This is an optimization exercise on Yosys and OpenROAD, whose aim is small area and a short achievable clock period, not a production implementation.
Only simulation tests tie the RTL to the original design; equivalence was not proved.
Power is estimated from default activity; no workload was simulated.

==> flow/design.v <==
module mips (
    input             clk,
    input             rst,
    output     [ 7:0] imem_addr,
    input      [31:0] imem_data,
    output     [31:0] ret,
    output            st_en,
    output     [ 7:0] st_addr,
    output     [31:0] st_data
);
    localparam NOOP = 8'h0;
    localparam LOAD = 8'h1;
    localparam LDNM = 8'h2;
    localparam STR  = 8'h3;
    localparam ADD  = 8'h4;
    localparam SUB  = 8'h5;
    localparam XOR  = 8'h6;
    localparam AND  = 8'h7;
    localparam JMP  = 8'h8;
    localparam JMP0 = 8'h9;
    localparam PUSH = 8'hA;
    localparam POP  = 8'hB;
    integer i, k;
    reg  [ 7:0] pc;
    reg  [31:0] rf    [0:12];
    reg  [11:0] rf_v;
    reg  [31:0] mem   [0:31];
    reg  [31:0] mem_v;
    reg  [31:0] stk   [0:31];
    reg  [31:0] stk_v;
    reg  [ 4:0] sp;
    reg         d_str, d_arith, d_sub, d_xor, d_and, d_jmp, d_jmp0, d_push, d_pop;
    reg  [ 7:0] d_dest;
    reg  [12:0] d_we;      
    reg         d_wr;      
    reg  [31:0] op1;       
    reg  [31:0] op2;       
    reg  [31:0] op2w;      
    reg  [31:0] st_d;      
    reg  [31:0] ld_q;      
    reg  [31:0] s_sel;     
    wire [31:0] p = op1 ^ op2;
    wire [31:0] g = op1 & op2;
    reg  [31:0] gg, pp, gn, pn;
    always @* begin
        gg = g;
        pp = p;
        gg[0] = g[0] | (p[0] & d_sub);
        for (k = 1; k < 32; k = k * 2) begin
            gn = gg;
            pn = pp;
            for (i = k; i < 32; i = i + 1) begin
                gn[i] = gg[i] | (pp[i] & gg[i-k]);
                pn[i] = pp[i] & pp[i-k];
            end
            gg = gn;
            pp = pn;
        end
    end
    wire [31:0] cy    = {gg[30:0], d_sub};       
    wire [31:0] other = (d_xor ? p : 32'h0) | (d_and ? g : 32'h0) | ld_q;
    wire [31:0] wd0   = d_arith ?  p : other;
    wire [31:0] wd1   = d_arith ? ~p : other;
    wire [31:0] wd    = (cy & wd1) | (~cy & wd0);
    always @(posedge clk) begin
        for (i = 0; i < 12; i = i + 1)
            if (d_we[i]) rf[i] <= wd;
        if (rst)           rf[12] <= 32'h0;
        else if (d_we[12]) rf[12] <= wd;
        rf_v <= rst ? 12'h0 : (rf_v | d_we[11:0]);
    end
    wire [31:0] m_we = (d_str && d_dest[7:5] == 3'b000) ? (32'h1 << d_dest[4:0]) : 32'h0;
    always @(posedge clk) begin
        for (i = 0; i < 32; i = i + 1)
            if (m_we[i]) mem[i] <= op2w;
        mem_v <= rst ? 32'h0 : (mem_v | m_we);
    end
    wire [31:0] s_we = d_push ? (32'h1 << sp) : 32'h0;
    always @(posedge clk) begin
        for (i = 0; i < 32; i = i + 1)
            if (s_we[i]) stk[i] <= op2w;
        stk_v <= rst ? 32'h0 : (stk_v | s_we);
        if (rst)         sp <= 5'd0;
        else if (d_push) sp <= sp + 5'd1;
        else if (d_pop)  sp <= sp - 5'd1;
    end
    always @(posedge clk) s_sel <= rst ? 32'h0 : s_sel_d;
    wire take = d_jmp | (d_jmp0 & (|op2w));
    always @(posedge clk) begin
        if (rst)       pc <= 8'h0;
        else if (take) pc <= d_dest;
        else           pc <= pc + 8'd1;
    end
    wire [7:0] f_op   = imem_data[31:24];
    wire [7:0] f_dest = imem_data[23:16];
    wire [7:0] f_src1 = imem_data[15:8];
    wire [7:0] f_src2 = imem_data[7:0];
    wire f_load = (f_op == LOAD);
    wire f_ldnm = (f_op == LDNM);
    wire f_sub  = (f_op == SUB);
    wire f_pop  = (f_op == POP);
    wire f_wr   = f_load | f_ldnm | (f_op == ADD) | f_sub | (f_op == XOR) |
                  (f_op == AND) | f_pop;
    reg [12:0] f_sel1, f_sel2, f_we;
    reg [31:0] f_rd1, f_rd2;
    always @* begin
        for (i = 0; i < 13; i = i + 1) begin
            f_sel1[i] = (f_src1 == i);
            f_sel2[i] = (f_src2 == i);
            f_we[i]   = (f_dest == i) & f_wr;
        end
        f_rd1 = 32'h0;
        f_rd2 = 32'h0;
        for (i = 0; i < 13; i = i + 1) begin
            f_rd1 = f_rd1 | (rf[i] & {32{f_sel1[i] & ((i == 12) | rf_v[i % 12])}});
            f_rd2 = f_rd2 | (rf[i] & {32{f_sel2[i] & ((i == 12) | rf_v[i % 12])}});
        end
    end
    wire        f_fw1 = d_wr & (f_src1 == d_dest);
    wire        f_fw2 = d_wr & (f_src2 == d_dest);
    wire [31:0] f_sx  = {32{f_sub}};
    wire [31:0] f_mhit = (32'h1 << f_src2[4:0]) & {32{f_src2[7:5] == 3'b000}};
    reg  [31:0] f_mrd;
    always @* begin
        f_mrd = 32'h0;
        for (i = 0; i < 32; i = i + 1)
            f_mrd = f_mrd | (mem[i] & {32{f_mhit[i] & mem_v[i]}});
        if (f_mhit[0] & ~mem_v[0]) f_mrd = f_mrd | 32'hF;
        if (f_mhit[2] & ~mem_v[2]) f_mrd = f_mrd | 32'h3;
        if (f_mhit[3] & ~mem_v[3]) f_mrd = f_mrd | 32'hF;
    end
    wire        f_mfw  = d_str & (d_dest == f_src2) & (f_src2[7:5] == 3'b000);
    wire [31:0] f_mval = f_mfw ? op2w : f_mrd;
    reg  [31:0] f_srd;
    always @* begin
        f_srd = 32'h0;
        for (i = 0; i < 32; i = i + 1)
            f_srd = f_srd | (stk[i] & {32{s_sel[i]}});
    end
    wire [31:0] f_sval = d_push ? op2w : f_srd;
    wire [ 4:0] sp_nx   = d_push ? sp + 5'd1 : d_pop ? sp - 5'd1 : sp;
    wire [31:0] s_oh1   = (32'h1 << (sp_nx - 5'd1)) & (stk_v | s_we);
    wire [31:0] s_oh2   = (32'h1 << (sp_nx - 5'd2)) & (stk_v | s_we);
    wire [31:0] s_sel_d = f_pop ? s_oh2 : s_oh1;
    always @(posedge clk) begin
        op1  <= f_fw1 ? wd : f_rd1;
        op2  <= f_fw2 ? (wd ^ f_sx) : (f_rd2 ^ f_sx);
        op2w <= f_fw2 ? wd : f_rd2;
        d_dest <= f_dest;
        if (rst) begin
            d_str  <= 1'b0; d_arith <= 1'b0; d_sub  <= 1'b0; d_xor  <= 1'b0;
            d_and  <= 1'b0; d_jmp   <= 1'b0; d_jmp0 <= 1'b0; d_push <= 1'b0;
            d_pop  <= 1'b0;
            d_we   <= 13'h0;
            d_wr   <= 1'b0;
            st_d   <= 32'h0;
            ld_q   <= 32'h0;
        end else begin
            d_str   <= (f_op == STR);
            d_arith <= (f_op == ADD) | f_sub;
            d_sub   <= f_sub;
            d_xor   <= (f_op == XOR);
            d_and   <= (f_op == AND);
            d_jmp   <= (f_op == JMP);
            d_jmp0  <= (f_op == JMP0);
            d_push  <= (f_op == PUSH);
            d_pop   <= f_pop;
            d_we    <= f_we;
            d_wr    <= |f_we;
            st_d    <= (f_op == STR) ? (f_fw2 ? wd : f_rd2) : 32'h0;
            ld_q    <= (f_load ? f_mval : 32'h0) | (f_pop ? f_sval : 32'h0) |
                       (f_ldnm ? {24'h0, f_src2} : 32'h0);
        end
    end
    assign imem_addr = pc;
    assign ret       = rf[12];
    assign st_en     = d_str;
    assign st_addr   = d_dest;
    assign st_data   = st_d;
endmodule
Settings: LEC_CHECK=0, CAP_MARGIN=20, CORE_MARGIN=2, CORE_UTILIZATION=45, CTS_CLUSTER_DIAMETER=80, CTS_CLUSTER_SIZE=25, PLACE_DENSITY=0.6, SETUP_SLACK_MARGIN=4.0, SLEW_MARGIN=20; clock period 7.0 ns.
run.sh (not shown) runs the stock make flow with config.mk's settings and CLKGATE_MAP_FILE= SYNTH_SCRIPT=/design/flow/synth_recipe.tcl, a recipe that flattens the netlist after the stock synthesis.
Change:
--- a/flow/design.v
+++ b/flow/design.v
@@ -31,13 +31,11 @@
     reg  [ 4:0] sp;
     reg         d_str, d_arith, d_sub, d_xor, d_and, d_jmp, d_jmp0, d_push, d_pop;
     reg  [ 7:0] d_dest;
     reg  [12:0] d_we;      
-    reg         d_wr;      
     reg  [31:0] op1;       
     reg  [31:0] op2;       
     reg  [31:0] op2w;      
-    reg  [31:0] st_d;      
     reg  [31:0] ld_q;      
     reg  [31:0] s_sel;     
     wire [31:0] p = op1 ^ op2;
     wire [31:0] g = op1 & op2;
@@ -115,10 +113,10 @@
             f_rd1 = f_rd1 | (rf[i] & {32{f_sel1[i] & ((i == 12) | rf_v[i % 12])}});
             f_rd2 = f_rd2 | (rf[i] & {32{f_sel2[i] & ((i == 12) | rf_v[i % 12])}});
         end
     end
-    wire        f_fw1 = d_wr & (f_src1 == d_dest);
-    wire        f_fw2 = d_wr & (f_src2 == d_dest);
+    wire        f_fw1 = |(f_sel1 & d_we);
+    wire        f_fw2 = |(f_sel2 & d_we);
     wire [31:0] f_sx  = {32{f_sub}};
     wire [31:0] f_mhit = (32'h1 << f_src2[4:0]) & {32{f_src2[7:5] == 3'b000}};
     reg  [31:0] f_mrd;
     always @* begin
@@ -128,9 +126,9 @@
         if (f_mhit[0] & ~mem_v[0]) f_mrd = f_mrd | 32'hF;
         if (f_mhit[2] & ~mem_v[2]) f_mrd = f_mrd | 32'h3;
         if (f_mhit[3] & ~mem_v[3]) f_mrd = f_mrd | 32'hF;
     end
-    wire        f_mfw  = d_str & (d_dest == f_src2) & (f_src2[7:5] == 3'b000);
+    wire        f_mfw  = |(f_mhit & m_we);
     wire [31:0] f_mval = f_mfw ? op2w : f_mrd;
     reg  [31:0] f_srd;
     always @* begin
         f_srd = 32'h0;
@@ -138,11 +136,10 @@
             f_srd = f_srd | (stk[i] & {32{s_sel[i]}});
     end
     wire [31:0] f_sval = d_push ? op2w : f_srd;
     wire [ 4:0] sp_nx   = d_push ? sp + 5'd1 : d_pop ? sp - 5'd1 : sp;
-    wire [31:0] s_oh1   = (32'h1 << (sp_nx - 5'd1)) & (stk_v | s_we);
-    wire [31:0] s_oh2   = (32'h1 << (sp_nx - 5'd2)) & (stk_v | s_we);
-    wire [31:0] s_sel_d = f_pop ? s_oh2 : s_oh1;
+    wire [ 4:0] s_idx   = (f_op == POP) ? (sp_nx - 5'd2) : (sp_nx - 5'd1);
+    wire [31:0] s_sel_d = (32'h1 << s_idx) & (stk_v | s_we);
     always @(posedge clk) begin
         op1  <= f_fw1 ? wd : f_rd1;
         op2  <= f_fw2 ? (wd ^ f_sx) : (f_rd2 ^ f_sx);
         op2w <= f_fw2 ? wd : f_rd2;
@@ -151,10 +148,8 @@
             d_str  <= 1'b0; d_arith <= 1'b0; d_sub  <= 1'b0; d_xor  <= 1'b0;
             d_and  <= 1'b0; d_jmp   <= 1'b0; d_jmp0 <= 1'b0; d_push <= 1'b0;
             d_pop  <= 1'b0;
             d_we   <= 13'h0;
-            d_wr   <= 1'b0;
-            st_d   <= 32'h0;
             ld_q   <= 32'h0;
         end else begin
             d_str   <= (f_op == STR);
             d_arith <= (f_op == ADD) | f_sub;
@@ -165,16 +160,14 @@
             d_jmp0  <= (f_op == JMP0);
             d_push  <= (f_op == PUSH);
             d_pop   <= f_pop;
             d_we    <= f_we;
-            d_wr    <= |f_we;
-            st_d    <= (f_op == STR) ? (f_fw2 ? wd : f_rd2) : 32'h0;
             ld_q    <= (f_load ? f_mval : 32'h0) | (f_pop ? f_sval : 32'h0) |
                        (f_ldnm ? {24'h0, f_src2} : 32'h0);
         end
     end
     assign imem_addr = pc;
     assign ret       = rf[12];
     assign st_en     = d_str;
     assign st_addr   = d_dest;
-    assign st_data   = st_d;
+    assign st_data   = op2w;
 endmodule
Effect:
- The new run produced a clean layout
- wire length rises by a few percent
- global-route usage grows by 1.8 points
- via count is higher by a few percent
- critical path depth goes down by 4
- cell area hardly moves
- die area stays flat
- sequential power is about the same
- count of clock-buffer cells in the layout went down by 8
- hold slack got worse by 15 ps
- clock skew rises by 18 ps
- sequential cell count falls by 33

## what the ideal ports hide
In the flow no input, the clock included, has a driving cell. The finished layouts below were timed again as built, in two steps. Step 1: set_driving_cell puts a clkbuf_16 on clk and a buf_2 on each other input, an assumption about the parent block. Step 2 times the ports against the registers' clock, not the clock port: input delays grow and output delays shrink by t, the midpoint of the rising clock arrivals with the driver on. Slacks: ideal / step 1 / step 2; pairs: ideal / step 1.
| run | t (ns) | setup slack, ns | hold WS [ns] | worst setup path after step 2 |
|---|---|---|---|---|
| the first run | 0.935 | 3.755 / 3.803 / 2.868 | 0.480 / 0.480 / 0.480 | input to register |
| the second run | 0.935 | 3.783 / 3.775 / 2.840 | 0.465 / 0.465 / 0.465 | input to register |
After both steps every run listed still meets setup and hold. For the second run, which loses most, drivers alone change the setup slack by -0.008 ns; drivers and shift together by -0.943 ns.
